Background: an optimization exercise with open tools, aiming at small area, a short achievable clock period and few clock cycles per item. Do not read the settings as production practice.
Function was checked by simulation only, so behaviour that the tests miss may differ from the original.
Power is estimated from default activity; no workload was simulated.

==> inputs of run a <==
Design top, start of the top module:
module top (
  input  wire        clk,
  input  wire        reset,
  input  wire [15:0] instruction,
  output wire        done,
  output wire [15:0] d_out_c,
  output wire [15:0] d_out_0,
  output wire [15:0] d_out_1,
  output wire [15:0] d_out_2,
  output wire [15:0] d_out_3,
  output wire [15:0] d_out_4,
  output wire [15:0] d_out_5,
  output wire [15:0] d_out_6,
  output wire [15:0] d_out_7
);
==> module mux, before the edit <==
module mux (
  input  wire [2:0]  sel,
  input  wire        imm_sel,
  input  wire [7:0]  imm,
  input  wire [15:0] d0, d1, d2, d3, d4, d5, d6, d7,
  output wire [15:0] out
);
  wire [7:0] oh = imm_sel ? 8'b0 : (8'b1 << sel);
  assign out = ({16{oh[0]}} & d0) | ({16{oh[1]}} & d1) | ({16{oh[2]}} & d2) |
               ({16{oh[3]}} & d3) | ({16{oh[4]}} & d4) | ({16{oh[5]}} & d5) |
               ({16{oh[6]}} & d6) | ({16{oh[7]}} & d7) |
               {8'b0, imm_sel ? imm : 8'b0};
endmodule
==> module ARITHM, before the edit <==
module ARITHM (
  input  wire [15:0] in_a,
  input  wire [15:0] in_b,
  input  wire [2:0]  select,
  output wire [15:0] alu_out
);
  wire op_add = select == 3'd0;
  wire op_sub = select == 3'd1;
  wire op_and = select == 3'd2;
  wire op_or  = select == 3'd3;
  wire op_xor = select == 3'd4;
  wire op_shl = select == 3'd5;
  wire op_shr = select == 3'd6;
  wire op_cmp = select == 3'd7;
  wire        sub = op_sub | op_cmp;
  wire [15:0] bx  = in_b ^ {16{sub}};
  wire [15:0] g0  = in_a & bx;
  wire [15:0] p0  = in_a ^ bx;
  reg [15:0] g, p, gn, pn;
  integer i, l;
  always @(*) begin
    g = g0; p = p0;
    for (l = 0; l < 4; l = l + 1) begin
      gn = g; pn = p;
      for (i = 0; i < 16; i = i + 1)
        if ((i >> l) & 1) begin
          gn[i] = g[i] | (p[i] & g[((i >> l) << l) - 1]);
          pn[i] = p[i] & p[((i >> l) << l) - 1];
        end
      g = gn; p = pn;
    end
  end
  wire [15:0] c   = {g[14:0] | (p[14:0] & {15{sub}}), sub};
  wire [15:0] sum = p0 ^ c;
  wire        gt  = g[15];               
  wire        eq  = p[15];               
  wire        lt  = ~(g[15] | p[15]);
  wire [15:0] ar;
  wire [15:0] sr;
  genvar k;
  generate
    for (k = 0; k < 16; k = k + 1) begin : rev
      assign ar[k] = op_shl ? in_a[15-k] : in_a[k];
    end
  endgenerate
  assign sr = ar >> in_b[3:0];
  wire big = |in_b[15:4];
  wire [15:0] srl;
  generate
    for (k = 0; k < 16; k = k + 1) begin : rev2
      assign srl[k] = sr[15-k];
    end
  endgenerate
  assign alu_out = ({16{op_add | op_sub}} & sum) |
                   ({16{op_and | op_or}} & g0) |
                   ({16{op_or | op_xor}} & p0) |
                   ({16{op_shr & ~big}} & sr) |
                   ({16{op_shl & ~big}} & srl) |
                   {14'b0, op_cmp & lt, op_cmp & gt};
endmodule
clock: 6.0 ns
lec_check: 0
abc_area: 1
cap_margin: 20
core_margin: 2
core_utilization: 50
cts_buf_list: sky130_fd_sc_hd__clkbuf_8
cts_cluster_size: 10
setup_slack_margin: 0.3
slew_margin: 20
standard.sh (not shown) runs the stock make flow with config.mk's settings and CLKGATE_MAP_FILE= SYNTH_SCRIPT=/design/flow/synth_recipe.tcl, a recipe that flattens the netlist after the stock synthesis.
==> flow/flow/run.sh <==
#!/bin/bash
# The standard layout (standard.sh) with three changes:
#  - no half/full-adder cell extraction in synthesis (ADDER_MAP_FILE empty), so
#    abc maps the adder's generate/propagate logic with the rest of the logic;
#  - the port buffers are plain buf_1 cells (repair may resize them);
#  - clock tree synthesis inserts no dummy load cells (otherwise the same
#    arguments ORFS builds from config.mk's CTS_BUF_LIST and CTS_CLUSTER_SIZE).
# The synthesis script itself is the standard flow's, so the registers are the standard ones.
set -euo pipefail
export ADDER_MAP_FILE=
export BUFFER_PORTS_ARGS="-buffer_cell sky130_fd_sc_hd__buf_1"
export CTS_ARGS="-sink_clustering_enable -repair_clock_nets -sink_clustering_size 10 -buf_list sky130_fd_sc_hd__clkbuf_8 -dont_use_dummy_load"
bash standard.sh > flow_layout.log 2>&1
==> run b: changes against run a <==
--- a/flow/design.v
+++ b/flow/design.v
@@ -20,11 +20,21 @@
   input  wire [7:0]  imm,
   input  wire [15:0] d0, d1, d2, d3, d4, d5, d6, d7,
-  output wire [15:0] out
+  output reg  [15:0] out
 );
-  wire [7:0] oh = imm_sel ? 8'b0 : (8'b1 << sel);
-  assign out = ({16{oh[0]}} & d0) | ({16{oh[1]}} & d1) | ({16{oh[2]}} & d2) |
-               ({16{oh[3]}} & d3) | ({16{oh[4]}} & d4) | ({16{oh[5]}} & d5) |
-               ({16{oh[6]}} & d6) | ({16{oh[7]}} & d7) |
-               {8'b0, imm_sel ? imm : 8'b0};
+  always @(*) begin
+    if (imm_sel)
+      out = {8'b0, imm};
+    else
+      case (sel)
+        3'd0: out = d0;
+        3'd1: out = d1;
+        3'd2: out = d2;
+        3'd3: out = d3;
+        3'd4: out = d4;
+        3'd5: out = d5;
+        3'd6: out = d6;
+        default: out = d7;
+      endcase
+  end
 endmodule
 module ARITHM (
@@ -32,59 +42,18 @@
   input  wire [15:0] in_b,
   input  wire [2:0]  select,
-  output wire [15:0] alu_out
+  output reg  [15:0] alu_out
 );
-  wire op_add = select == 3'd0;
-  wire op_sub = select == 3'd1;
-  wire op_and = select == 3'd2;
-  wire op_or  = select == 3'd3;
-  wire op_xor = select == 3'd4;
-  wire op_shl = select == 3'd5;
-  wire op_shr = select == 3'd6;
-  wire op_cmp = select == 3'd7;
-  wire        sub = op_sub | op_cmp;
-  wire [15:0] bx  = in_b ^ {16{sub}};
-  wire [15:0] g0  = in_a & bx;
-  wire [15:0] p0  = in_a ^ bx;
-  reg [15:0] g, p, gn, pn;
-  integer i, l;
   always @(*) begin
-    g = g0; p = p0;
-    for (l = 0; l < 4; l = l + 1) begin
-      gn = g; pn = p;
-      for (i = 0; i < 16; i = i + 1)
-        if ((i >> l) & 1) begin
-          gn[i] = g[i] | (p[i] & g[((i >> l) << l) - 1]);
-          pn[i] = p[i] & p[((i >> l) << l) - 1];
-        end
-      g = gn; p = pn;
-    end
+    case (select)
+      3'd0: alu_out = in_a + in_b;
+      3'd1: alu_out = in_a - in_b;
+      3'd2: alu_out = in_a & in_b;
+      3'd3: alu_out = in_a | in_b;
+      3'd4: alu_out = in_a ^ in_b;
+      3'd5: alu_out = in_a << in_b;
+      3'd6: alu_out = in_a >> in_b;
+      default: alu_out = (in_a == in_b) ? 16'd0 : ((in_a > in_b) ? 16'd1 : 16'd2);
+    endcase
   end
-  wire [15:0] c   = {g[14:0] | (p[14:0] & {15{sub}}), sub};
-  wire [15:0] sum = p0 ^ c;
-  wire        gt  = g[15];               
-  wire        eq  = p[15];               
-  wire        lt  = ~(g[15] | p[15]);
-  wire [15:0] ar;
-  wire [15:0] sr;
-  genvar k;
-  generate
-    for (k = 0; k < 16; k = k + 1) begin : rev
-      assign ar[k] = op_shl ? in_a[15-k] : in_a[k];
-    end
-  endgenerate
-  assign sr = ar >> in_b[3:0];
-  wire big = |in_b[15:4];
-  wire [15:0] srl;
-  generate
-    for (k = 0; k < 16; k = k + 1) begin : rev2
-      assign srl[k] = sr[15-k];
-    end
-  endgenerate
-  assign alu_out = ({16{op_add | op_sub}} & sum) |
-                   ({16{op_and | op_or}} & g0) |
-                   ({16{op_or | op_xor}} & p0) |
-                   ({16{op_shr & ~big}} & sr) |
-                   ({16{op_shl & ~big}} & srl) |
-                   {14'b0, op_cmp & lt, op_cmp & gt};
 endmodule
 module Control_Unit (
==> flow/run.sh (new file) <==
#!/bin/bash
# synth_recipe.tcl (not shown) runs the flow's synth.tcl, then flattens the netlist and writes it again
# the make line also repeats each setting of config.mk as NAME=value (left out here)
make -C /OpenROAD-flow-scripts/flow DESIGN_CONFIG=/design/flow/config.mk WORK_HOME=/design/flow/orfs CLKGATE_MAP_FILE= SYNTH_SCRIPT=/design/flow/synth_recipe.tcl finish
Settings changed: ABC_AREA 1 to not set, CORE_UTILIZATION 50 to 40, CTS_BUF_LIST sky130_fd_sc_hd__clkbuf_8 to not set, CTS_CLUSTER_SIZE 10 to not set, SETUP_SLACK_MARGIN 0.3 to not set.
removed: flow/flow/run.sh
removed: flow/standard.sh
==> run c: changes against run a <==
==> flow/flow/run.sh (replaced) <==
#!/bin/bash
set -euo pipefail
export BUFFER_PORTS_ARGS="-buffer_cell sky130_fd_sc_hd__buf_1"
bash standard.sh > flow_standard.log 2>&1
Settings changed: CORE_UTILIZATION 50 to 40, CTS_BUF_LIST sky130_fd_sc_hd__clkbuf_8 to not set, CTS_CLUSTER_SIZE 10 to not set, SETUP_SLACK_MARGIN 0.3 to 0.5.
==> notes <==
Run a finished clean. Run c ran to the end with no violations. Run b ran to the end with violations: negative setup slack.
Sequential share of layout area: run a > run c > run b.
Between run c and run a, the lower area after synthesis is in run c (gap 0.77%, measured against run a).
The highest clock power belongs to run c, the lowest to run a.
Routed wire length, lowest first: run a, run c, run b.
Critical path depth is the same in run a and run b.
First-iteration DRC count: run a is lower than run b (31%).
Fmax, highest first: run a, run c, run b.
The lowest core utilization belongs to run c, the highest to run b.
Testbench counts of run a, summed over its fixed seeds: cycles 3,200, insns 3,200.
Testbench counts of run b, summed over its fixed seeds: cycles 3,200, insns 3,200.
Testbench counts of run c, summed over its fixed seeds: cycles 3,200, insns 3,200.

==> 01-15: inputs <==
Another version of the RTL of top (not shown whole).
==> module mux, before the edit <==
module mux #(parameter EXT = 1) (
  input  wire [7:0]  oh,
  input  wire        ext_sel,
  input  wire [7:0]  ext,
  input  wire [15:0] d0, d1, d2, d3, d4, d5, d6, d7,
  output wire [15:0] out
);
  genvar i;
  generate
    for (i = 0; i < 16; i = i + 1) begin : bit_
      wire n0, n1, n2, n3;
      cell_a22oi u0 (.A1(oh[0]), .A2(d0[i]), .B1(oh[1]), .B2(d1[i]), .Y(n0));
      cell_a22oi u1 (.A1(oh[2]), .A2(d2[i]), .B1(oh[3]), .B2(d3[i]), .Y(n1));
      cell_a22oi u2 (.A1(oh[4]), .A2(d4[i]), .B1(oh[5]), .B2(d5[i]), .Y(n2));
      if (EXT && i < 8) begin : lo
        cell_a222oi u3 (.A1(oh[6]), .A2(d6[i]), .B1(oh[7]), .B2(d7[i]), .C1(ext_sel), .C2(ext[i]), .Y(n3));
      end else begin : hi
        cell_a22oi  u3 (.A1(oh[6]), .A2(d6[i]), .B1(oh[7]), .B2(d7[i]), .Y(n3));
      end
      cell_nand4 u4 (.A(n0), .B(n1), .C(n2), .D(n3), .Y(out[i]));
    end
  endgenerate
endmodule
Settings: LEC_CHECK=0, ABC_AREA=1, CAP_MARGIN=20, CORE_MARGIN=2, CORE_UTILIZATION=50, SETUP_SLACK_MARGIN=0.3, SLEW_MARGIN=20; clock period 6.0 ns.
==> flow/flow/run.sh <==
#!/bin/bash
# The standard layout (standard.sh), with two changes:
#  - synthesis first maps the design's small AND-OR cells (cell_* modules in
#    rtl/mux.v) one-to-one onto library cells (flow/cells_map.v); the rest of
#    synthesis is ORFS's synth.tcl run by the standard flow's own synth_recipe.tcl, so the
#    registers and their names are those of the standard synthesis;
#  - the port buffers are plain buf_1 cells (repair may resize them).
set -euo pipefail
W=$(pwd)
F=$W/flow
sed "/^hierarchy -check -top/a techmap -map $F/cells_map.v" \
  "$FLOW_HOME/scripts/synth.tcl" > "$W/synth_cells.tcl"
grep -q "cells_map.v" "$W/synth_cells.tcl"
sed "s#source \$::env(SCRIPTS_DIR)/synth.tcl#source $W/synth_cells.tcl#" \
  "$W/synth_recipe.tcl" > "$W/synth_top.tcl"
grep -q "synth_cells.tcl" "$W/synth_top.tcl"
sed "s#SYNTH_SCRIPT=[^ ]*#SYNTH_SCRIPT=$W/synth_top.tcl#" "$W/standard.sh" > "$W/standard_cells.sh"
grep -q "synth_top.tcl" "$W/standard_cells.sh"
export BUFFER_PORTS_ARGS="-buffer_cell sky130_fd_sc_hd__buf_1"
bash "$W/standard_cells.sh" > "$W/flow_layout.log" 2>&1
Other scripts of this flow, unchanged in this note and not shown: flow/flow/cells_map.v
==> 07-01: changes against 01-15 <==
--- a/flow/design.v
+++ b/flow/design.v
@@ -31,14 +31,13 @@
   generate
     for (i = 0; i < 16; i = i + 1) begin : bit_
-      wire n0, n1, n2, n3;
-      cell_a22oi u0 (.A1(oh[0]), .A2(d0[i]), .B1(oh[1]), .B2(d1[i]), .Y(n0));
-      cell_a22oi u1 (.A1(oh[2]), .A2(d2[i]), .B1(oh[3]), .B2(d3[i]), .Y(n1));
-      cell_a22oi u2 (.A1(oh[4]), .A2(d4[i]), .B1(oh[5]), .B2(d5[i]), .Y(n2));
+      wire n0, n1, n2;
+      cell_a222oi u0 (.A1(oh[0]), .A2(d0[i]), .B1(oh[1]), .B2(d1[i]), .C1(oh[2]), .C2(d2[i]), .Y(n0));
+      cell_a222oi u1 (.A1(oh[3]), .A2(d3[i]), .B1(oh[4]), .B2(d4[i]), .C1(oh[5]), .C2(d5[i]), .Y(n1));
       if (EXT && i < 8) begin : lo
-        cell_a222oi u3 (.A1(oh[6]), .A2(d6[i]), .B1(oh[7]), .B2(d7[i]), .C1(ext_sel), .C2(ext[i]), .Y(n3));
+        cell_a222oi u2 (.A1(oh[6]), .A2(d6[i]), .B1(oh[7]), .B2(d7[i]), .C1(ext_sel), .C2(ext[i]), .Y(n2));
       end else begin : hi
-        cell_a22oi  u3 (.A1(oh[6]), .A2(d6[i]), .B1(oh[7]), .B2(d7[i]), .Y(n3));
+        cell_a22oi  u2 (.A1(oh[6]), .A2(d6[i]), .B1(oh[7]), .B2(d7[i]), .Y(n2));
       end
-      cell_nand4 u4 (.A(n0), .B(n1), .C(n2), .D(n3), .Y(out[i]));
+      cell_nand3 u3 (.A(n0), .B(n1), .C(n2), .Y(out[i]));
     end
   endgenerate
==> comparison <==
07-01 completed and failed the layout checks on negative setup slack. 01-15 completed, yet does not pass: negative setup slack.
In 01-15 the maximum frequency is higher than in 07-01, by about 3%.
Between 07-01 and 01-15, the lower utilization is in 01-15 (gap 2.1 points).
In flip-flop and latch count, 07-01 and 01-15 do not differ.
In sequential power, 07-01 and 01-15 hardly differ.
Between 01-15 and 07-01, the lower cell area is in 01-15 (gap about 2%, measured against 07-01).
Of 07-01 and 01-15, 01-15 has the higher synthesized cell count (gap 3.9%, measured against 01-15).
Against 07-01, the die area of 01-15 is larger by 1.4%.
Between 07-01 and 01-15, the lower clock power is in 07-01 (gap about 6%, measured against 01-15).
==> figures <==
item	07-01	01-15
Fraction of area in registers	0.2753	0.2809
Met3 usage in global routing	0.1008	0.1776
Clock group total power	1.06 mW	1.13 mW
CP Data Arrival Time	5.03 ns	4.85 ns
Final routed wire length divided by cell count	28.25 um	29.88 um
Peak per-stage delay on the critical path	0.47 ns	0.38 ns
Met3 wire length	4.900 mm	6.242 mm
Global-route total usage across every layer	0.4118	0.4399
Clk network pwr share	0.142	0.161
Horizontal die dimension	133.4 um	134.3 um
Worst slack at placement	-0.4801 ns	-0.2887 ns
Layout area overhead	56.37%	51.07%
Power density over the cells	568.2 nW/um2	551.2 nW/um2
Maximum fanout along the worst path	12	17
Post-route worst setup slack	-0.2265 ns	-0.04540 ns
Result of the run	complete, but fails checks	complete, but fails checks
Reasons for failing layout checks	negative setup slack	negative setup slack
Proportion of synthesized chip area in sequential cells	0.4304	0.4243
Testbench counts of 01-15, summed over its fixed seeds: cycles 3,200, insns 3,200.
Testbench counts of 07-01, summed over its fixed seeds: cycles 3,200, insns 3,200.

[separate check: timing with driven ports]
Ports are ideal in the flow. The routed layouts listed here were re-timed in OpenROAD. Step 1 assumes that a clkbuf_16 drives the clock port and a buf_2 every other input. Step 2 adds t to the input delays and takes it off the output delays; t is the mean of the earliest and latest rising clock arrival at the registers after step 1. Input paths then give back, and output paths get back, about the clock's delay inside the block. a / b / c = ideal / step 1 / step 2; a / b = the first two.
| run | shift t [ns] | setup slack, ns | worst register clock-pin slew, ns | worst slew at a driven data input, ns |
|---|---|---|---|---|
| run a | 0.491 | 0.459 / 0.415 / 0.415 | 0.10 / 0.10 | 0.05 |
| run b | 0.491 | -0.337 / -0.381 / -0.635 | 0.06 / 0.06 | 0.06 |
| run c | 0.475 | 0.285 / 0.229 / 0.229 | 0.07 / 0.07 | 0.07 |
| 01-15 | 0.478 | -0.045 / -0.088 / -0.088 | 0.07 / 0.07 | 0.04 |
| 07-01 | 0.466 | -0.227 / -0.255 / -0.255 | 0.07 / 0.07 | 0.05 |
For run b, which loses most, drivers alone change the setup slack by -0.044 ns; drivers and shift together by -0.298 ns.
